Context: an optimization exercise on an open-source flow, tuned for small area. The choices shown serve that exercise and are no tape-out recipe.
Only simulation tests tie the RTL to the original design; equivalence was not proved.
Power and IR drop assume default switching activity.

`flow/config.mk`:
```
export PLATFORM = sky130hd
export DESIGN_NAME = pov
export DESIGN_NICKNAME = pov
export VERILOG_FILES = /design/flow/design.v
export SDC_FILE = /design/flow/constraint.sdc
export NUM_CORES = 4
export LEC_CHECK = 0
export CAP_MARGIN = 20
export CORE_MARGIN = 2
export CORE_UTILIZATION = 70
export PLACE_DENSITY = 0.8
export SLEW_MARGIN = 20
```
`flow/constraint.sdc`:
```
create_clock -name core_clock -period 10.0 [get_ports {ClkPort}]
set_input_delay 2.0000 -clock core_clock [delete_from_list [all_inputs] [get_ports {ClkPort}]]
set_output_delay 2.0000 -clock core_clock [all_outputs]
set_load 0.01 [all_outputs]
```
`flow/design.v`:
```
module pov
	(MemOE, MemWR, RamCS, FlashCS, QuadSpiFlashCS,
	ClkPort,
	BtnL, BtnU, BtnD, BtnR,
	BtnC,
	Sw7, Sw6, Sw5, Sw4, Sw3, Sw2, Sw1, Sw0,
	Ld2, Ld1, Ld0,
	JA1,
	JA2,
	JA3,
	JA4
	);
	input		ClkPort;
	input		BtnL, BtnU, BtnD, BtnR, BtnC;
	input		Sw7, Sw6, Sw5, Sw4, Sw3, Sw2, Sw1, Sw0;
	output 	MemOE, MemWR, RamCS, FlashCS, QuadSpiFlashCS;
	output 	Ld0, Ld1, Ld2;
	output wire JA1, JA2, JA4;
	input wire JA3;
	wire clk = ClkPort;
	wire rst = BtnC;
	assign {MemOE, MemWR, RamCS, FlashCS, QuadSpiFlashCS} = 5'b11111;
	assign JA4 = 1'b1;
	reg [4:0] r;
	wire sec_tick = (r == 5'd17);                       
	always @(posedge clk, posedge rst)
		if (rst)
			r <= 5'd18;
		else
			r <= (r == 5'd19) ? 5'd0 : r + 5'd1;
	reg [2:0] sec5;
	wire pix_evt;                                      
	reg [3:0] so, mo, ho;
	reg [2:0] st, mt;
	reg [1:0] ht;
	reg       pending;    
	wire      blank = sec5[2] & sec5[0];   
	wire s1 = (so == 4'd9);
	wire s2 = s1 && (st == 3'd5);
	wire m1 = s2 && (mo == 4'd9);
	wire m2 = m1 && (mt == 3'd5);
	wire hwrap = (ht == 2'd2) && (ho == 4'd4);
	wire [3:0] n_so = s1 ? 4'd0 : so + 4'd1;
	wire [2:0] n_st = s2 ? 3'd0 : (s1 ? st + 3'd1 : st);
	wire [3:0] n_mo = m1 ? 4'd0 : (s2 ? mo + 4'd1 : mo);
	wire [2:0] n_mt = m2 ? 3'd0 : (m1 ? mt + 3'd1 : mt);
	wire [3:0] n_ho = m2 ? ((hwrap || ho == 4'd9) ? 4'd0 : ho + 4'd1) : ho;
	wire [1:0] n_ht = m2 ? (hwrap ? 2'd0 : (ho == 4'd9 ? ht + 2'd1 : ht)) : ht;
	assign pix_evt = (r == 5'd16) && sec5[2] && (so == 4'd9);   
	wire [2:0] q = r[2:0];    
	wire done_s = s2 || (q > st);
	wire done_m = m2 || (q > mt) || (!s2 && mo == 4'd0 && q == mt);
	wire done_h = (m2 && hwrap) || (q > {1'b0, ht}) || (!m2 && ho == 4'd0 && q == {1'b0, ht});
	wire latch = pending && !r[4] && (q != 3'd0) && done_s && done_m && done_h;
	always @(posedge clk, posedge rst)
		if (rst) begin
			so <= 4'd0; st <= 3'd4;
			mo <= 4'd4; mt <= 3'd3;
			ho <= 4'd4; ht <= 2'd0;
			pending <= 1'b0;
			sec5 <= 3'd5;
		end else begin
			if (sec_tick)
				pending <= 1'b1;
			if (latch) begin
				pending <= 1'b0;
				so <= n_so; st <= n_st;
				mo <= n_mo; mt <= n_mt;
				ho <= n_ho; ht <= n_ht;
				if (s1 || blank)
					sec5 <= sec5[2] ? 3'd0 : sec5 + 3'd1;
			end
		end
	localparam WAIT = 2'd0, RIGHT_PAD = 2'd1, DIGIT = 2'd2, DIGIT_PAD = 2'd3;
	reg [1:0] state;
	reg [2:0] pc;
	reg [2:0] dc;
	reg       write_data;
	assign {Ld2, Ld1, Ld0} = {1'b0, state};
	reg [3:0] digit;
	always @* begin
		case (dc)
			3'd0: digit = so;
			3'd1: digit = {1'b0, st};
			3'd2: digit = mo;
			3'd3: digit = {1'b0, mt};
			3'd4: digit = ho;
			default: digit = {2'b0, ht};
		endcase
		if (blank)
			digit = 4'd0;
	end
	reg [6:0] glyph;
	always @* begin
		glyph = 7'd0;
		case (digit)
			4'd1: case (pc[2:0])
				3'd0: glyph = 7'b1000000;
				3'd1: glyph = 7'b1111111;
				3'd2: glyph = 7'b1000010;
				default: glyph = 7'd0;
			endcase
			4'd2: case (pc[2:0])
				3'd0: glyph = 7'b1000110;
				3'd1: glyph = 7'b1001001;
				3'd2: glyph = 7'b1010001;
				3'd3: glyph = 7'b1100001;
				3'd4: glyph = 7'b1000010;
				default: glyph = 7'd0;
			endcase
			4'd3: case (pc[2:0])
				3'd0: glyph = 7'b0110110;
				3'd1: glyph = 7'b1001001;
				3'd2: glyph = 7'b1001001;
				3'd3: glyph = 7'b1001001;
				3'd4: glyph = 7'b0100010;
				default: glyph = 7'd0;
			endcase
			4'd4: case (pc[2:0])
				3'd0: glyph = 7'b0010000;
				3'd1: glyph = 7'b1111111;
				3'd2: glyph = 7'b0010010;
				3'd3: glyph = 7'b0010100;
				3'd4: glyph = 7'b0011000;
				default: glyph = 7'd0;
			endcase
			4'd5: case (pc[2:0])
				3'd0: glyph = 7'b0110001;
				3'd1: glyph = 7'b1001001;
				3'd2: glyph = 7'b1001001;
				3'd3: glyph = 7'b1001001;
				3'd4: glyph = 7'b0101111;
				default: glyph = 7'd0;
			endcase
			4'd6: case (pc[2:0])
				3'd0: glyph = 7'b0110010;
				3'd1: glyph = 7'b1001001;
				3'd2: glyph = 7'b1001001;
				3'd3: glyph = 7'b1001001;
				3'd4: glyph = 7'b0111110;
				default: glyph = 7'd0;
			endcase
			4'd7: case (pc[2:0])
				3'd0: glyph = 7'b0000111;
				3'd1: glyph = 7'b0001001;
				3'd2: glyph = 7'b1110001;
				3'd3: glyph = 7'b0000001;
				3'd4: glyph = 7'b0111110;
				default: glyph = 7'd0;
			endcase
			4'd8: case (pc[2:0])
				3'd0: glyph = 7'b0110110;
				3'd1: glyph = 7'b1001001;
				3'd2: glyph = 7'b1001001;
				3'd3: glyph = 7'b1001001;
				3'd4: glyph = 7'b0110110;
				default: glyph = 7'd0;
			endcase
			4'd9: case (pc[2:0])
				3'd0: glyph = 7'b0111110;
				3'd1: glyph = 7'b1001001;
				3'd2: glyph = 7'b1001001;
				3'd3: glyph = 7'b1001001;
				3'd4: glyph = 7'b0100110;
				default: glyph = 7'd0;
			endcase
			default: case (pc[2:0])
				3'd0: glyph = 7'b0111110;
				3'd1: glyph = 7'b1000101;
				3'd2: glyph = 7'b1001001;
				3'd3: glyph = 7'b1010001;
				3'd4: glyph = 7'b0111110;
				default: glyph = 7'd0;
			endcase
		endcase
	end
	always @(posedge clk, posedge rst)
		if (rst) begin
			state <= WAIT;
			write_data <= 1'b1;
		end else begin
			case (state)
				WAIT: begin
					write_data <= 1'b0;
					if (!JA3) begin
						state <= RIGHT_PAD;
						write_data <= 1'b1;
					end
				end
				RIGHT_PAD:
					if (pix_evt && {dc[1:0], pc} == 5'd31)
						state <= DIGIT;
				DIGIT: begin
					if (pix_evt && pc == 3'd5) begin
						if (dc == 3'd1 || dc == 3'd3)
							state <= DIGIT_PAD;
						else if (dc == 3'd5)
							state <= WAIT;
					end
				end
				DIGIT_PAD:
					if (pix_evt && pc == 3'd1)
						state <= DIGIT;
			endcase
		end
	always @(posedge clk, posedge rst)
		if (rst) begin
			pc <= 3'd0;
			dc <= 3'd0;
		end else case (state)
			WAIT:
				if (!JA3) begin
					pc <= 3'd0;
					dc <= 3'd0;
				end
			RIGHT_PAD:
				if (pix_evt)
					{dc[1:0], pc} <= {dc[1:0], pc} + 5'd1;
			DIGIT:
				if (pix_evt) begin
					if (pc == 3'd5) begin
						pc <= 3'd0;
						dc <= dc + 3'd1;
					end else
						pc <= pc + 3'd1;
				end
			DIGIT_PAD:
				if (pix_evt)
					pc <= (pc == 3'd1) ? 3'd0 : pc + 3'd1;
		endcase
	localparam F_IDLE = 3'd0, F_START = 3'd1, F_TRIG = 3'd2, F_LOAD = 3'd3,
	           F_XFER = 3'd4, F_TAIL = 3'd5, F_UNLOAD = 3'd6, F_DONE = 3'd7;
	reg [2:0] phase;
	reg [1:0] div3;
	reg       bus_clk;
	reg [3:0] w;         
	reg [4:0] k;         
	reg       lit;       
	always @(posedge clk, posedge rst)
		if (rst)
			div3 <= 2'd0;
		else
			div3 <= (div3 == 2'd2) ? 2'd0 : div3 + 2'd1;
	always @(posedge clk, posedge rst)
		if (rst) begin
			phase <= F_IDLE;
			bus_clk <= 1'b0;
		end else
			case (phase)
				F_IDLE:   if (write_data) phase <= F_START;
				F_START:  phase <= F_TRIG;
				F_TRIG:   phase <= F_LOAD;
				F_LOAD:   phase <= F_XFER;
				F_XFER:
					if (div3 == 2'd2) begin
						bus_clk <= !bus_clk;
						if (bus_clk && k == 5'd0)
							phase <= F_TAIL;
					end
				F_TAIL:   phase <= F_UNLOAD;
				F_UNLOAD: phase <= F_DONE;
				F_DONE:   phase <= (w == 4'd9) ? F_IDLE : F_TRIG;
			endcase
	wire [7:0] led_lit = (state == DIGIT) ?
		{glyph[0], glyph[1], glyph[2], glyph[3], glyph[4], glyph[5], glyph[6], 1'b0} : 8'd0;
	always @(posedge clk, posedge rst)
		if (rst) begin
			w <= 4'd0;
			k <= 5'd0;
			lit <= 1'b0;
		end else case (phase)
			F_START: w <= 4'd0;
			F_UNLOAD: lit <= led_lit[w[2:0]];
			F_DONE: w <= w + 4'd1;
			F_LOAD: k <= 5'd31;
			F_XFER:
				if (div3 == 2'd2 && bus_clk)
					k <= k - 5'd1;
			default: ;
		endcase
	reg bit_val;
	always @*
		if (w == 4'd0)
			bit_val = 1'b0;
		else if (w == 4'd9)
			bit_val = 1'b1;
		else
			bit_val = (k[4:3] == 2'b11) || ((k == 5'd23 || k == 5'd6) && lit);
	assign JA1 = (phase == F_XFER) && bit_val;
	assign JA2 = bus_clk;
endmodule
```
`flow/flow/run.sh`:
```
#!/bin/bash
# The standard layout (standard.sh) with these changes:
#  - synthesis: synth_recipe.tcl unchanged, except that ABC maps the logic with
#    an area-oriented script (flow/abc_area.script, with &deepsyn) and adders
#    are left to ABC
#    instead of being mapped to half/full-adder cells;
#  - CTS: clkbuf_8 clock buffers and no dummy loads;
#  - ports are buffered with buf_1.
# make's output goes to standard.log; each ORFS step writes its own log
# under orfs/logs.
set -euo pipefail
work=$(pwd)
script="$work/flow/abc_area.script"
{
  cat <<EOT
proc abc {args} {
  set i [lsearch -exact \$args -script]
  if {\$i >= 0} { lset args [expr {\$i + 1}] {$script} }
  yosys abc {*}\$args
}
EOT
  cat "$work/synth_recipe.tcl"
} > "$work/area_synth.tcl"
sed "s|SYNTH_SCRIPT=[^ ]*|SYNTH_SCRIPT=$work/area_synth.tcl|" "$work/standard.sh" > "$work/area_standard.sh"
grep -q "SYNTH_SCRIPT=$work/area_synth.tcl" "$work/area_standard.sh"
export ADDER_MAP_FILE=
export CTS_ARGS="-sink_clustering_enable -repair_clock_nets -dont_use_dummy_load -buf_list sky130_fd_sc_hd__clkbuf_8 -sink_clustering_size 20 -sink_clustering_max_diameter 100"
export BUFFER_PORTS_ARGS="-buffer_cell sky130_fd_sc_hd__buf_1"
bash "$work/area_standard.sh" > "$work/standard.log" 2>&1
```
`flow/flow/abc_area.script`:
```
strash
balance
rewrite
refactor
balance
rewrite
rewrite -z
balance
refactor -z
rewrite -z
balance
&get -n
&deepsyn -T 90 -S 7
&put
dch -f
amap
strash
balance
rewrite
refactor
balance
rewrite
rewrite -z
balance
refactor -z
rewrite -z
balance
dch -f
amap
topo
```
`flow/standard.sh`:
```
#!/bin/bash
# synth_recipe.tcl (not shown) runs the flow's synth.tcl, then flattens the netlist and writes it again
# the make line also repeats each setting of config.mk as NAME=value (left out here)
make -C /OpenROAD-flow-scripts/flow DESIGN_CONFIG=/design/flow/config.mk WORK_HOME=/design/flow/orfs CLKGATE_MAP_FILE= SYNTH_SCRIPT=/design/flow/synth_recipe.tcl "${@:-finish}"
```
==> flow_metrics.env, run 1 <==
export IMPL_place_gp_congestion=0.945
export IMPL_cts_num_sinks=54
export IMPL_maxCapViolCount=0
export IMPL_drt_iter0_drc=340
export IMPL_status="complete, no violations"
export IMPL_fin_skew_ps=13.6
export IMPL_via_count=2827
export IMPL_grt_setup_unrepaired="no"
export IMPL_hold_violations=0
export IMPL_min_period_ps=3820
export IMPL_fin_nets=427
export IMPL_timing_fmax_ghz=0.262
export IMPL_p_per_area_mw_per_mm2=114
export IMPL_die_y_um=70.4
export IMPL_cts_resized=0
export IMPL_slew_viol_final=0
export IMPL_crit_required_ps=10220
export IMPL_cts_tree="yes"
export IMPL_ant_nets=0
export IMPL_worst_setup_path_start_kind="flip-flop"
export IMPL_p_leak_uw=0.00132
export IMPL_worstSetupPathType="reg2reg"
export IMPL_ctsHoldBuffers=0
export IMPL_finalSetupTns_ps=0
export IMPL_die_area_mm2=0.00496
export IMPL_coreArea_mm2=0.00429
export IMPL_comb_power_share=0.091
export IMPL_switching_share=0.248
export IMPL_synth_edf_count=0
export IMPL_ios=26
export IMPL_use_met2=0.438
export IMPL_rows=24
export IMPL_cts_made_buffers=5
export IMPL_die_w_um=70.4
export IMPL_vdd_drop_max_mv=0.106
export IMPL_wl_per_cell_um=14.5
export IMPL_seq_area_frac_synth=0.442
export IMPL_clock_path_buffers=2
export IMPL_setup_viol=0
export IMPL_met1_usage=0.472
export IMPL_start_util=0.719
export IMPL_wl_mm=6.71
export IMPL_viasPerCell=6.12
export IMPL_drive_above_1_share=0.0390
export IMPL_worst_pin_slew_ps=890
export IMPL_ys_async_sr_fraction=1.00
export IMPL_clock_root_buffer="clkbuf_8"
export IMPL_layout_common_cells="nor2_1, clkinv_1, dfrtp_1"
export IMPL_path_clk_slew_ps=90
export IMPL_first_pass_iters=5
export IMPL_yosysWarningCount=1
export IMPL_worstHoldPathType="reg2reg"
export IMPL_drcViolationCount=0
export IMPL_ys_types=41
export IMPL_grt_pass1_wl_mm=12.1
export IMPL_syn_to_final_growth_pct=4.01
export IMPL_synth_main_ff_cell="dfrtp_1"
export IMPL_path_max_fanout=6
export IMPL_antenna_found_initial=0
export IMPL_mostFrequentLayoutCell="nor2_1"
export IMPL_fin_crit_sh=0.382
export IMPL_relSlewSlack=0.406
export IMPL_p_seq_frac=0.610
export IMPL_netlist_instances=401
export IMPL_dp_hpwl_mm=5.00
export IMPL_htreeDepth=2
export IMPL_clock_latency_ps=310
export IMPL_numPortBuffers=6
export IMPL_postCtsSetupBuffers=0
export IMPL_grt_overflow=0
export IMPL_top_usage_layer="met1"
export IMPL_grt_max_degree=55
export IMPL_met3_usage=0.0563
export IMPL_antenna_cells=0
export IMPL_ys_seq_elements=54
export IMPL_crit_arrival_ps=4040
export IMPL_grt_pass1_vias=2634
export IMPL_grt_usage=0.307
export IMPL_hold_ws_ps=447
export IMPL_syn_area_per_cell_um2=7.70
export IMPL_p_clk_frac=0.299
export IMPL_switchingPower_uw=90.7
export IMPL_synth_area_mm2=0.00309
export IMPL_p_int_uw=275
export IMPL_critPathCaptureType="flip-flop"
-- final timing paths --
kind | from | end | slack, ps | depth (start not counted)
worst min-delay path | div3[0] | div3[0] | 450 | 1
max in group asynchronous | BtnC | r[2] | 7640 | 2
worst max register to register | dc[2] | lit | 6180 | 15
worst min register to register | div3[0] | div3[0] | 450 | 1
worst max-delay path | dc[2] | lit | 6180 | 15
min in group asynchronous | BtnC | dc[2] | 1830 | 2
-- per-stage QoR --
| stage | worst slack, ps | utilization | power, µW | cells | area [µm²] |
|---|---|---|---|---|---|
| after CTS | 6230 | 0.747 | 368 | 462 | 3210 |
| after floorplan | 6870 | - | 255 | 406 | 3110 |
| after global placement | 6400 | 0.731 | 260 | 457 | 3140 |
| final | 6180 | 0.748 | 366 | 462 | 3210 |
| after detailed placement | 6370 | 0.731 | 260 | 457 | 3140 |
| after global routing | 5740 | 0.748 | 382 | 462 | 3210 |
-- worst max-delay path, cell delays in order (launching register included) --
cell and delay [ps]:
dfrtp_1 420, clkinv_1 180, nand3_1 200, o22ai_1 90, nor3_1 410, clkinv_1 270, nor2_1 240, nor2_1 90
nor2_1 270, o21ai_0 200, o21a_1 160, o221a_1 210, o21ai_0 280, o221ai_1 160, a311oi_1 370, o21bai_1 170
-- kinds of logic after synthesis --
kind of cell           share of synthesized area
buffers and inverters                     0.0997
and+or+nand+nor                            0.221
other                                    0.00243
AOI/OAI and AO/OA                          0.235
DFF                                        0.442
-- power groups by stage --
stage          registers [µW]  clock network (µW)  logic [µW]
3_3_place_gp              227                   0        32.5
4_1_cts                   223                 112        32.8
3_5_place_dp              227                   0        32.8
2_1_floorplan             227                   0        28.1
6_report                  223                 109        33.3
5_1_grt                   224                 119        39.1
-- metal layers --
layer	vias up	part of all wire	wire length, µm
met5	-	0	0
met4	0	0.015	99
met3	10	0.078	525
met2	131	0.42	2850
met1	1280	0.48	3230
li1	1406	-	-
-- state kept, by name (all words and copies together), names as in the netlist, 4 cells and up --
name  count
so        4
k         5
w         4
mo        4
r         5
ho        4
-- cells in the mapped netlist, types with 4 or more instances --
| master | count | share of area |
|---|---|---|
| nor4_1 | 4 | 0.0081 |
| nor2_1 | 90 | 0.11 |
| dfrtp_1 | 44 | 0.36 |
| nor3_1 | 11 | 0.018 |
| a31oi_1 | 6 | 0.012 |
| dfstp_2 | 10 | 0.085 |
| a211oi_1 | 4 | 0.0097 |
| nand3_1 | 11 | 0.018 |
| buf_4 | 7 | 0.017 |
| o21ai_0 | 25 | 0.041 |
| a21oi_1 | 13 | 0.021 |
| o221ai_1 | 8 | 0.023 |
| nand2_1 | 40 | 0.049 |
| o22ai_1 | 10 | 0.020 |
| o21a_1 | 10 | 0.024 |
| clkinv_1 | 68 | 0.083 |
| a221oi_1 | 4 | 0.011 |
-- area by class of cell --
type,instances,area [µm²]
timing repair buffer,6,22.5
tap,52,65.1
fill,328,1080
multi-input combinational,277,1430
inverter,68,256
sequential,54,1360
clock buffer,5,68.8
==> run 2: changes to the inputs <==
==> flow/flow/run.sh (replaced) <==
#!/bin/bash
# The standard layout (standard.sh) with these changes:
#  - synthesis: synth_recipe.tcl unchanged, except that ABC maps the logic with
#    an area-oriented script (flow/abc_area.script, built around &deepsyn) and
#    adders are left to ABC instead of being mapped to half/full-adder cells.
#    The synthesis is run with three &deepsyn seeds in parallel, each in its
#    own ORFS work folder, and the netlist with the smallest cell area is
#    laid out;
#  - CTS: clkbuf_8 clock buffers and no dummy loads;
#  - ports are buffered with buf_1.
# Logs: synth_s<seed>.log and standard.log hold make's output; each ORFS
# step writes its own log under orfs/logs (orfs_s<seed>/logs for the seeds
# not chosen).
set -euo pipefail
work=$(pwd)
export ADDER_MAP_FILE=
export CTS_ARGS="-sink_clustering_enable -repair_clock_nets -dont_use_dummy_load -buf_list sky130_fd_sc_hd__clkbuf_8 -sink_clustering_size 20 -sink_clustering_max_diameter 100"
export BUFFER_PORTS_ARGS="-buffer_cell sky130_fd_sc_hd__buf_1"

seeds="7 11 20"
for seed in $seeds; do
  sed "s/-S 7/-S $seed/" "$work/flow/abc_area.script" > "$work/abc_area_s$seed.script"
  {
    cat <<EOT
proc abc {args} {
  set i [lsearch -exact \$args -script]
  if {\$i >= 0} { lset args [expr {\$i + 1}] {$work/abc_area_s$seed.script} }
  yosys abc {*}\$args
}
EOT
    cat "$work/synth_recipe.tcl"
  } > "$work/area_synth_s$seed.tcl"
  sed -e "s|SYNTH_SCRIPT=[^ ]*|SYNTH_SCRIPT=$work/area_synth_s$seed.tcl|" \
      -e "s|WORK_HOME=[^ ]*|WORK_HOME=$work/orfs_s$seed|" \
      "$work/standard.sh" > "$work/standard_s$seed.sh"
  grep -q "WORK_HOME=$work/orfs_s$seed " "$work/standard_s$seed.sh"
  (bash "$work/standard_s$seed.sh" synth > "$work/synth_s$seed.log" 2>&1) &
done
wait

best=""
best_area=""
for seed in $seeds; do
  stat="$work/orfs_s$seed/reports/sky130hd/pov/base/synth_stat.txt"
  [[ -f "$stat" ]] || continue
  area=$(awk '/Chip area for module/ {print $NF}' "$stat" | tail -1)
  echo "seed $seed: synthesis area $area" >> "$work/synth_choice.log"
  if [[ -z "$best" ]] || awk -v a="$area" -v b="$best_area" 'BEGIN {exit !(a < b)}'; then
    best=$seed
    best_area=$area
  fi
done
[[ -n "$best" ]]
echo "chosen: seed $best" >> "$work/synth_choice.log"
rm -rf "$work/orfs"
mv "$work/orfs_s$best" "$work/orfs"
sed "s|SYNTH_SCRIPT=[^ ]*|SYNTH_SCRIPT=$work/area_synth_s$best.tcl|" "$work/standard.sh" > "$work/area_standard.sh"
bash "$work/area_standard.sh" > "$work/standard.log" 2>&1
==> run 2 against run 1 <==
Sequential power hardly changed. Register-to-register slack worse by 870 ps. Combinational power is 38% lower. Critical path depth is 5 higher. Via count is 4.2% lower. Worst setup slack worse by 870 ps. Wire length is 5.5% lower. First-iteration DRC count is 32% lower. Core utilization is 2.3 points higher. Clock power hardly changed. Synthesized area is 1.9% lower. Synthesized cell count is 3.2% lower.
==> flow_metrics.env, run 2 <==
export IMPL_status="complete, no violations"
export IMPL_synth_common_cells="nor2_1, clkinv_1, dfrtp_1"
export IMPL_ant_nets=0
export IMPL_synth_top_area_cell="dfrtp_1"
export IMPL_yosysWarningCount=1
export IMPL_mostFrequentLayoutCell="nor2_1"
export IMPL_grt_pass1_wl_mm=11.2
export IMPL_comb_power_share=0.059
export IMPL_clock_path_buffers=2
export IMPL_p_int_uw=270
export IMPL_clock_root_buffer="clkbuf_8"
export IMPL_die_w_um=69.8
export IMPL_first_pass_iters=5
export IMPL_min_period_ps=4690
export IMPL_finalSetupTns_ps=0
export IMPL_setup_viol=0
export IMPL_path_clk_slew_ps=90
export IMPL_wl_mm=6.34
export IMPL_worst_path_buf_inv=4
export IMPL_start_util=0.741
export IMPL_wl_per_cell_um=14.2
export IMPL_cts_num_sinks=54
export IMPL_synth_main_ff_cell="dfrtp_1"
export IMPL_clock_latency_ps=300
export IMPL_numPortBuffers=6
export IMPL_ys_seq_elements=54
export IMPL_die_y_um=69.8
export IMPL_reg_top3="k: 5 flops, r: 5 flops"
export IMPL_crit_chain="clkinv_1, nor4_1, nand2_1, nor3_1, nor2b_1, nor2_1, o311ai_0, a31oi_1, o311ai_0, nor2_1, clkinv_1, nor2_1, clkinv_1, nor2_1, nand2_1, nor2_1, clkinv_1, nor2_1, a21oi_1, o32a_1"
export IMPL_worst_pin_slew_ps=1010
export IMPL_slew_viol_final=0
export IMPL_drcViolationCount=0
export IMPL_dp_cells=442
export IMPL_via_count=2708
export IMPL_switching_share=0.226
export IMPL_crit_family="simple AND/OR/NAND/NOR gates"
export IMPL_cpPeakStageDelay_ps=590
export IMPL_fin_skew_ps=8.12
export IMPL_fin_nets=414
export IMPL_crit_required_ps=10190
export IMPL_maxCapViolCount=0
export IMPL_worstHoldPathType="reg2reg"
export IMPL_relSlewSlack=0.329
export IMPL_htreeDepth=2
export IMPL_p_seq_frac=0.631
export IMPL_final_cells=447
export IMPL_cts_made_buffers=5
export IMPL_vdd_drop_max_mv=0.0989
export IMPL_worstSetupPathType="reg2reg"
export IMPL_p_leak_uw=0.00126
export IMPL_grt_usage=0.286
export IMPL_timing_fmax_ghz=0.213
export IMPL_path_max_fanout=5
export IMPL_cpMaxStageDelayCell="dfstp_2"
export IMPL_postCtsSetupBuffers=0
export IMPL_antenna_cells=0
export IMPL_worst_setup_path_start_kind="flip-flop"
export IMPL_rows=23
export IMPL_fin_area_mm2=0.00315
export IMPL_cts_resized=0
export IMPL_ys_async_sr_fraction=1.00
export IMPL_dp_hpwl_mm=4.87
export IMPL_placed_area_mm2=0.00308
export IMPL_viasPerCell=6.06
export IMPL_antenna_found_initial=0
export IMPL_p_per_area_mw_per_mm2=111
export IMPL_synth_area_leaders="dfrtp_1, nor2_1, dfstp_2"
export IMPL_p_clk_frac=0.310
export IMPL_seq_area_frac_synth=0.451
export IMPL_grt_overflow=0
export IMPL_critPathMostFrequentCell="nor2_1"
export IMPL_cts_tree="yes"
export IMPL_synth_area_mm2=0.00303
export IMPL_switchingPower_uw=78.8
export IMPL_synth_most_common_cell="nor2_1"
export IMPL_finalPower_uw=349
export IMPL_grt_max_degree=55
export IMPL_ctsHoldBuffers=0
export IMPL_coreArea_mm2=0.00409
export IMPL_hold_violations=0
export IMPL_ios=26
export IMPL_synth_top_area_frac=0.364
export IMPL_crit_arrival_ps=4880
export IMPL_drive_above_1_share=0.0403
export IMPL_netlist_instances=388
export IMPL_layout_common_cells="nor2_1, clkinv_1, dfrtp_1"
export IMPL_syn_to_final_growth_pct=4.01
export IMPL_syn_area_per_cell_um2=7.80
export IMPL_drt_iter0_drc=232
export IMPL_grt_pass1_vias=2443
export IMPL_critPathCaptureType="flip-flop"
export IMPL_synth_edf_count=0
export IMPL_place_gp_congestion=0.939
export IMPL_die_area_mm2=0.00487
export IMPL_grt_setup_unrepaired="no"
export IMPL_ys_types=40
export IMPL_fin_crit_sh=0.469
[run 2: changes by cell type after synthesis, sizes merged, moves of 3 or more]
cell | previous run | this run
o32ai | 2 | 5
nand2 | 40 | 30
a22oi | 3 | 7
a21oi | 13 | 18
nor2 | 90 | 93
o21ai | 25 | 14
o221ai | 8 | 3
o21a | 10 | 5
nand3 | 11 | 6
nor3 | 11 | 15
a211oi | 4 | 9
[run 2: path summary, 6_finish.rpt]
| kind | from | endpoint | slack (ps) | depth (start not counted) |
|---|---|---|---|---|
| worst max-delay path | st[2] | mo[3] | 5310 | 20 |
| worst min-delay path | div3[0] | div3[0] | 450 | 1 |
| worst max register to register | st[2] | mo[3] | 5310 | 20 |
| worst min register to register | div3[0] | div3[0] | 450 | 1 |
| max in group asynchronous | BtnC | ho[1] | 7650 | 2 |
| min in group asynchronous | BtnC | k[2] | 1830 | 2 |
[run 2: metrics by stage]
step	utilization	setup WS [ps]	hold WS [ps]
floorplan	-	6290	404
detailed placement	0.753	5400	433
finish	0.770	5310	451
global route	0.770	4650	473
global placement	0.753	5640	414
CTS	0.770	5380	446
[run 2: power groups by stage]
stage          clock, µW  combinational (µW)  sequential (µW)
5_1_grt              119                23.9              220
2_1_floorplan          0                18.3              224
4_1_cts              110                20.4              220
3_3_place_gp           0                20.1              224
6_report             108                20.6              220
3_5_place_dp           0                20.3              224
[run 2: kinds of logic (layout without fill, tap and decap cells)]
family                 count (synthesis)  after routing  share of synthesized area
and+or+nand+nor                      158            158                      0.217
AOI/OAI and AO/OA                    100            100                      0.229
buffers and inverters                 74             78                      0.100
DFF                                   54             54                      0.451
other                                  2              7                    0.00248
[run 2: layer usage]
metal / up-vias / routed length [µm] / global-route usage
met1: 1246 / 3060 / 0.439
met4: 0 / 85 / 0.0705
li1: 1357 / - / -
met3: 10 / 404 / 0.0523
met5: - / 0 / 0
met2: 95 / 2790 / 0.423
[run 2: worst reg2reg max path, stage by stage, from the launching register on]
cell      delay (ps)
dfstp_2          590
clkinv_1         120
nor4_1           530
nand2_1          200
nor3_1           230
nor2b_1           90
nor2_1            80
o311ai_0         150
a31oi_1          270
o311ai_0         310
nor2_1           270
clkinv_1         180
nor2_1           260
clkinv_1         170
nor2_1           160
nand2_1          150
nor2_1           180
clkinv_1         110
nor2_1           150
a21oi_1           80
o32a_1           290
[run 2: area by class of cell]
type                    instances  area, µm²
multi-input cells             265       1380
well taps                      50       62.6
clock buffers                   5       68.8
repair buffers                  6       22.5
flip-flops and latches         54       1360
fillers                       309        938
inverters                      67        253
==> run 3: changes to the inputs <==
--- a/flow/flow/run.sh
+++ b/flow/flow/run.sh
@@ -3,9 +3,9 @@
 #  - synthesis: synth_recipe.tcl unchanged, except that ABC maps the logic with
 #    an area-oriented script (flow/abc_area.script, built around &deepsyn) and
 #    adders are left to ABC instead of being mapped to half/full-adder cells.
-#    The synthesis is run with three &deepsyn seeds in parallel, each in its
-#    own ORFS work folder, and the netlist with the smallest cell area is
-#    laid out;
+#    The synthesis is run with eight &deepsyn seeds, four at a time, each in
+#    its own ORFS work folder, and the netlist with the smallest cell area
+#    is laid out;
 #  - CTS: clkbuf_8 clock buffers and no dummy loads;
 #  - ports are buffered with buf_1.
 # Logs: synth_s<seed>.log and standard.log hold make's output; each ORFS
@@ -17,7 +17,8 @@
 export CTS_ARGS="-sink_clustering_enable -repair_clock_nets -dont_use_dummy_load -buf_list sky130_fd_sc_hd__clkbuf_8 -sink_clustering_size 20 -sink_clustering_max_diameter 100"
 export BUFFER_PORTS_ARGS="-buffer_cell sky130_fd_sc_hd__buf_1"
 
-seeds="7 11 20"
+seeds="7 11 20 13 3 1 5 2"
+n=0
 for seed in $seeds; do
   sed "s/-S 7/-S $seed/" "$work/flow/abc_area.script" > "$work/abc_area_s$seed.script"
   {
@@ -35,6 +36,8 @@
       "$work/standard.sh" > "$work/standard_s$seed.sh"
   grep -q "WORK_HOME=$work/orfs_s$seed " "$work/standard_s$seed.sh"
   (bash "$work/standard_s$seed.sh" synth > "$work/synth_s$seed.log" 2>&1) &
+  n=$((n + 1))
+  if (( n % 4 == 0 )); then wait; fi
 done
 wait
 
--- a/flow/flow/abc_area.script
+++ b/flow/flow/abc_area.script
@@ -10,7 +10,7 @@
 rewrite -z
 balance
 &get -n
-&deepsyn -T 90 -S 7
+&deepsyn -T 120 -S 7
 &put
 dch -f
 amap
==> run 3 against run 2 <==
Cell count decreased by 1.3%. Highest routed layer unchanged. Count of clock-buffer cells in the layout did not move. Total power grew 42%.
==> flow_metrics.env, run 3 <==
export IMPL_worst_setup_path_start_kind="flip-flop"
export IMPL_worstSetupPathType="reg2reg"
export IMPL_vdd_drop_max_mv=0.109
export IMPL_via_count=2722
export IMPL_p_per_area_mw_per_mm2=158
export IMPL_postCtsSetupBuffers=0
export IMPL_crit_family="compound AO/OA/AOI/OAI gates"
export IMPL_cpPeakStageDelay_ps=740
export IMPL_syn_area_per_cell_um2=7.88
export IMPL_fin_util=0.772
export IMPL_synth_most_common_cell="nor2_1"
export IMPL_switching_share=0.340
export IMPL_ant_nets=0
export IMPL_p_int_uw=327
export IMPL_synth_edf_count=0
export IMPL_crit_required_ps=10180
export IMPL_critPathCaptureType="flip-flop"
export IMPL_antenna_found_initial=0
export IMPL_worstRegToRegCells=15
export IMPL_maxCapViolCount=0
export IMPL_r2r_slack_ps=6090
export IMPL_clock_latency_ps=300
export IMPL_clock_path_buffers=2
export IMPL_ys_async_sr_fraction=1.00
export IMPL_reg_top3="k: 5 flops, r: 5 flops"
export IMPL_holdPathEnd="div3[0]"
export IMPL_wl_mm=6.16
export IMPL_grt_overflow=0
export IMPL_fin_crit_sh=0.391
export IMPL_die_w_um=69.6
export IMPL_p_leak_uw=0.00116
export IMPL_crit_arrival_ps=4090
export IMPL_synth_main_ff_cell="dfrtp_1"
export IMPL_drt_iter0_drc=293
export IMPL_yosysWarningCount=1
export IMPL_hold_violations=0
export IMPL_synth_top_area_cell="dfrtp_1"
export IMPL_post_place_ws_ps=6220
export IMPL_fin_skew_ps=9.00
export IMPL_path_clk_slew_ps=90
export IMPL_coreArea_mm2=0.00406
export IMPL_worstHoldPathType="reg2reg"
export IMPL_cts_num_sinks=54
export IMPL_antenna_cells=0
export IMPL_grt_setup_unrepaired="no"
export IMPL_fin_nets=408
export IMPL_synth_top_area_frac=0.366
export IMPL_relSlewSlack=0.386
export IMPL_slew_viol_final=0
export IMPL_ys_seq_elements=54
export IMPL_ios=26
export IMPL_p_seq_frac=0.528
export IMPL_grt_max_degree=55
export IMPL_layout_common_cells="nor2_1, clkinv_1, dfrtp_1"
export IMPL_timing_fmax_ghz=0.256
export IMPL_rows=23
export IMPL_worst_pin_slew_ps=921
export IMPL_drcViolationCount=0
export IMPL_status="complete, no violations"
export IMPL_finalSetupTns_ps=0
export IMPL_switchingPower_uw=168
export IMPL_synth_common_cells="nor2_1, clkinv_1, dfrtp_1"
export IMPL_start_util=0.742
export IMPL_dp_hpwl_mm=4.71
export IMPL_hp_start="div3[0]"
export IMPL_setup_viol=0
export IMPL_hold_path_cell_count=1
export IMPL_cts_tree="yes"
export IMPL_drive_above_1_share=0.0409
export IMPL_cpMaxStageDelayCell="nor3_1"
export IMPL_path_max_fanout=9
export IMPL_seq_area_frac_synth=0.453
export IMPL_numPortBuffers=6
export IMPL_synth_area_leaders="dfrtp_1, nor2_1, dfstp_2"
export IMPL_wl_per_cell_um=14.0
export IMPL_mostFrequentLayoutCell="nor2_1"
export IMPL_die_area_mm2=0.00484
export IMPL_rr_endpoint="lit"
export IMPL_grt_pass1_vias=2363
export IMPL_min_period_ps=3910
export IMPL_ctsHoldBuffers=0
export IMPL_first_pass_iters=5
export IMPL_ys_types=36
export IMPL_synth_area_mm2=0.00301
export IMPL_grt_usage=0.279
export IMPL_grt_pass1_wl_mm=10.9
export IMPL_comb_power_share=0.257
export IMPL_die_y_um=69.6
export IMPL_worst_r2r_startpoint="st[2]"
export IMPL_htreeDepth=2
export IMPL_syn_to_final_growth_pct=4.03
export IMPL_clock_root_buffer="clkbuf_8"
export IMPL_cts_made_buffers=5
export IMPL_viasPerCell=6.17
export IMPL_worst_path_buf_inv=2
export IMPL_hold_ws_ps=435
export IMPL_crit_chain="clkinv_1, a31oi_1, a21oi_1, nor3_1, nor2_1, o21ai_0, clkinv_1, o311ai_0, nand2_1, o2111ai_1, o21ai_0, or2_0, a31oi_1, nor3_1, o21bai_1"
export IMPL_worst_slack_ps=6090
export IMPL_cts_resized=0
export IMPL_p_clk_frac=0.215
export IMPL_place_gp_congestion=0.958
export IMPL_netlist_instances=382
-- run 3: stage by stage --
stage,power [µW],area (µm²),std cells
final,495,3130,441
after global routing,527,3130,441
after CTS,495,3130,441
after detailed placement,389,3060,436
after global placement,385,3060,436
after floorplan,360,3030,387
-- run 3: worst max-delay path by stage --
stage	startpoint	end	depth (start not counted)
5_1_grt	st[2]	lit	15
6_report	st[2]	lit	15
4_1_cts	dc[0]	lit	16
2_1_floorplan	dc[0]	lit	16
3_5_place_dp	dc[0]	lit	16
3_3_place_gp	dc[0]	lit	16
-- run 3: area by class of cell --
cell class	count	area, µm²
clock buffers	5	68.8
fillers	299	925
inverters	67	253
multi-input cells	259	1360
flip-flops and latches	54	1360
well taps	50	62.6
repair buffers	6	22.5
-- run 3: power groups by stage --
stage	Clock (µW)	Sequential [µW]	Combinational (µW)
after CTS	109	260	125
after floorplan	0	260	100
final	106	261	127
after detailed placement	0	264	124
after global routing	117	264	146
after global placement	0	264	122
-- run 3: logic make-up after synthesis --
group | share of synthesized area
DFF | 0.453
and+or+nand+nor | 0.199
other | 0.00249
buffers and inverters | 0.101
xor gates and xnor gates | 0.00291
AOI/OAI and AO/OA | 0.241
-- run 3: worst reg2reg max path: stages (launching register included) --
cell	delay, ps
dfstp_2	590
clkinv_1	160
a31oi_1	200
a21oi_1	60
nor3_1	740
nor2_1	140
o21ai_0	410
clkinv_1	200
o311ai_0	140
nand2_1	150
o2111ai_1	180
o21ai_0	160
or2_0	240
a31oi_1	200
nor3_1	80
o21bai_1	150
-- run 3: per-layer routing --
layer | vias to the layer above | routed length, µm | track usage
met2 | 107 | 2740 | 0.402
met5 | - | 0 | 0
met3 | 10 | 432 | 0.0581
li1 | 1355 | - | -
met1 | 1250 | 2900 | 0.430
met4 | 0 | 84 | 0.0784
==> run 4: changes to the inputs <==
--- a/flow/flow/abc_area.script
+++ b/flow/flow/abc_area.script
@@ -10,7 +10,7 @@
 rewrite -z
 balance
 &get -n
-&deepsyn -T 120 -S 7
+&deepsyn -T 200 -S 7
 &put
 dch -f
 amap
==> run 4 against run 3 <==
Register-to-register slack lost 70 ps. Highest routed layer unchanged. Die area is the same. Via count grew 1.4%. Clock skew grew 2.0 ps. Cell count grew 1.4%. Non-clock buffer count is the same. Largest cell class is now multi-input gates. Clock power grew 8%. Synthesized cell count grew 1.6%. Wire length grew 9.1%.
==> flow_metrics.env, run 4 <==
export IMPL_status="complete, no violations"
export IMPL_drcViolationCount=0
export IMPL_critPathCaptureType="flip-flop"
export IMPL_ys_async_sr_fraction=1.00
export IMPL_fin_crit_sh=0.398
export IMPL_synth_main_ff_cell="dfrtp_1"
export IMPL_netlist_instances=388
export IMPL_ys_types=38
export IMPL_postCtsSetupBuffers=0
export IMPL_vdd_drop_max_mv=0.120
export IMPL_wl_per_cell_um=15.0
export IMPL_start_util=0.742
export IMPL_grt_pass1_vias=2542
export IMPL_worst_setup_path_start_kind="flip-flop"
export IMPL_reg_top3="k: 5 flops, r: 5 flops"
export IMPL_use_met2=0.449
export IMPL_wl_mm=6.72
export IMPL_relSlewSlack=0.388
export IMPL_hold_violations=0
export IMPL_grt_max_degree=55
export IMPL_layout_common_cells="nor2_1, clkinv_1, dfrtp_1"
export IMPL_dp_hpwl_mm=4.95
export IMPL_fin_nets=414
export IMPL_antenna_cells=0
export IMPL_p_seq_frac=0.594
export IMPL_cp_startpoint="dc[1]"
export IMPL_path_max_fanout=7
export IMPL_maxCapViolCount=0
export IMPL_place_gp_congestion=0.994
export IMPL_cts_num_sinks=54
export IMPL_worstHoldPathType="reg2reg"
export IMPL_clock_path_buffers=2
export IMPL_die_area_mm2=0.00484
export IMPL_final_cells=447
export IMPL_htreeDepth=2
export IMPL_via_count=2760
export IMPL_min_period_ps=3980
export IMPL_worst_r2r_startpoint="dc[1]"
export IMPL_slew_viol_final=0
export IMPL_rows=23
export IMPL_crit_required_ps=10250
export IMPL_grt_usage=0.296
export IMPL_finalSetupTns_ps=0
export IMPL_dp_cells=442
export IMPL_fin_skew_ps=11.0
export IMPL_yosysWarningCount=1
export IMPL_drive_above_1_share=0.0403
export IMPL_synth_top_area_cell="dfrtp_1"
export IMPL_first_pass_iters=5
export IMPL_synth_edf_count=0
export IMPL_ctsHoldBuffers=0
export IMPL_grt_overflow=0
export IMPL_met3_usage=0.0581
export IMPL_p_clk_frac=0.302
export IMPL_path_clk_slew_ps=90
export IMPL_die_y_um=69.6
export IMPL_ys_seq_elements=54
export IMPL_grt_pass1_wl_mm=11.5
export IMPL_timing_fmax_ghz=0.251
export IMPL_clock_root_buffer="clkbuf_8"
export IMPL_grt_setup_unrepaired="no"
export IMPL_r2r_slack_ps=6020
export IMPL_synth_area_leaders="dfrtp_1, nor2_1, dfstp_2"
export IMPL_viasPerCell=6.17
export IMPL_fin_util=0.772
export IMPL_synth_top_area_frac=0.366
export IMPL_p_per_area_mw_per_mm2=121
export IMPL_die_w_um=69.6
export IMPL_synth_common_cells="nor2_1, clkinv_1, dfrtp_1"
export IMPL_top_usage_layer="met2"
export IMPL_comb_power_share=0.104
export IMPL_synth_area_mm2=0.00301
export IMPL_p_leak_uw=0.00124
export IMPL_crit_arrival_ps=4230
export IMPL_worst_pin_slew_ps=918
export IMPL_ios=26
export IMPL_cts_resized=0
export IMPL_hp_start="div3[0]"
export IMPL_seq_area_frac_synth=0.453
export IMPL_syn_to_final_growth_pct=4.03
export IMPL_drt_iter0_drc=338
export IMPL_switching_share=0.264
export IMPL_antenna_found_initial=0
export IMPL_cts_tree="yes"
export IMPL_cts_made_buffers=5
export IMPL_setup_viol=0
export IMPL_numPortBuffers=6
export IMPL_coreArea_mm2=0.00406
export IMPL_worstSetupPathType="reg2reg"
export IMPL_clock_latency_ps=310
export IMPL_synth_most_common_cell="nor2_1"
export IMPL_mostFrequentLayoutCell="nor2_1"
export IMPL_p_int_uw=278
export IMPL_ant_nets=0
export IMPL_met1_usage=0.439
export IMPL_syn_area_per_cell_um2=7.76
export IMPL_switchingPower_uw=100
==> run 4: power groups by stage <==
stage / registers (µW) / logic (µW) / clock network (µW)
after floorplan: 228 / 32.8 / 0
after detailed placement: 229 / 38.2 / 0
after global routing: 225 / 44.0 / 121
after CTS: 224 / 38.4 / 114
after global placement: 229 / 38.2 / 0
final: 225 / 39.3 / 114
==> run 4: worst paths after layout <==
check                      endpoint  cells past startpoint
max reg2reg                     lit                     19
max in group asynchronous  phase[0]                      2
min                         div3[0]                      1
max                             lit                     19
min reg2reg                 div3[0]                      1
min in group asynchronous      k[2]                      2
==> run 4: final cells by class <==
type / instances / area (µm²)
fill: 304 / 925
inverter: 61 / 230
multi-input combinational: 271 / 1390
tap: 50 / 62.6
sequential: 54 / 1360
timing repair buffer: 6 / 22.5
clock buffer: 5 / 68.8
==> run 4: kinds of logic after synthesis <==
group	share of synthesized area
AO/OA/AOI/OAI	0.246
other	0.00249
AND/OR/NAND/NOR	0.206
buffers and inverters	0.0935
flip-flops	0.453
==> run 4: worst max-delay path: stages (launching register included) <==
cell,delay (ps)
dfrtp_1,460
clkinv_1,190
nand2_1,130
nor2_1,50
o32ai_1,720
clkinv_1,270
nor2_1,240
nor2_1,110
nor2_1,170
clkinv_1,140
a222oi_1,360
a21o_1,140
nor2_1,50
a21oi_1,110
o21ai_0,90
o31a_1,110
nor3_1,130
nor2_1,80
nor4_1,260
a21o_1,130
==> run 4: stage by stage <==
stage          total power [µW]  setup WS [ps]  hold slack (ps)  cell area (µm²)
2_1_floorplan               260           6800              404             3030
3_3_place_gp                267           6170              420             3060
3_5_place_dp                267           6190              436             3060
4_1_cts                     377           6090              449             3130
5_1_grt                     390           5570              461             3130
6_report                    378           6020              445             3130
==> run 4: routing by layer <==
metal / vias to the layer above / share of wire
met5: - / 0
met4: 0 / 0.012
met3: 10 / 0.063
met2: 104 / 0.46
met1: 1279 / 0.47
li1: 1367 / -

==> re-timing with driven ports <==
The flow's constraints put no driver on any port. The routed layouts listed below were extracted and timed again, unchanged, in two steps.
Step 1 (the two cells are an assumption about what drives the block):
set clk [get_ports {ClkPort}]
set_driving_cell -lib_cell sky130_fd_sc_hd__clkbuf_16 $clk
set_driving_cell -lib_cell sky130_fd_sc_hd__buf_2 [delete_from_list [all_inputs] $clk]
Step 2 times the ports against the registers' clock, not the clock port: input delays grow and output delays shrink by t, the midpoint of the rising clock arrivals with the driver on.
Slacks: no drivers / after step 1 / after step 2; pairs: no drivers / after step 1.
| run | shift t [ns] | setup WS [ns] | hold WS [ns] | clock arrival spread, ns | worst register clock-pin slew, ns |
|---|---|---|---|---|---|
| run 1 | 0.330 | 6.181 / 6.161 / 6.181 | 0.447 / 0.447 / 0.447 | 0.014 / 0.014 | 0.09 / 0.09 |
| run 2 | 0.325 | 5.308 / 5.308 / 5.308 | 0.451 / 0.451 / 0.451 | 0.009 / 0.009 | 0.09 / 0.09 |
| run 3 | 0.324 | 6.089 / 6.089 / 6.089 | 0.435 / 0.435 / 0.435 | 0.009 / 0.009 | 0.09 / 0.09 |
| run 4 | 0.335 | 6.016 / 6.016 / 6.016 | 0.445 / 0.445 / 0.445 | 0.011 / 0.011 | 0.09 / 0.09 |
After both steps every run listed still meets setup and hold.
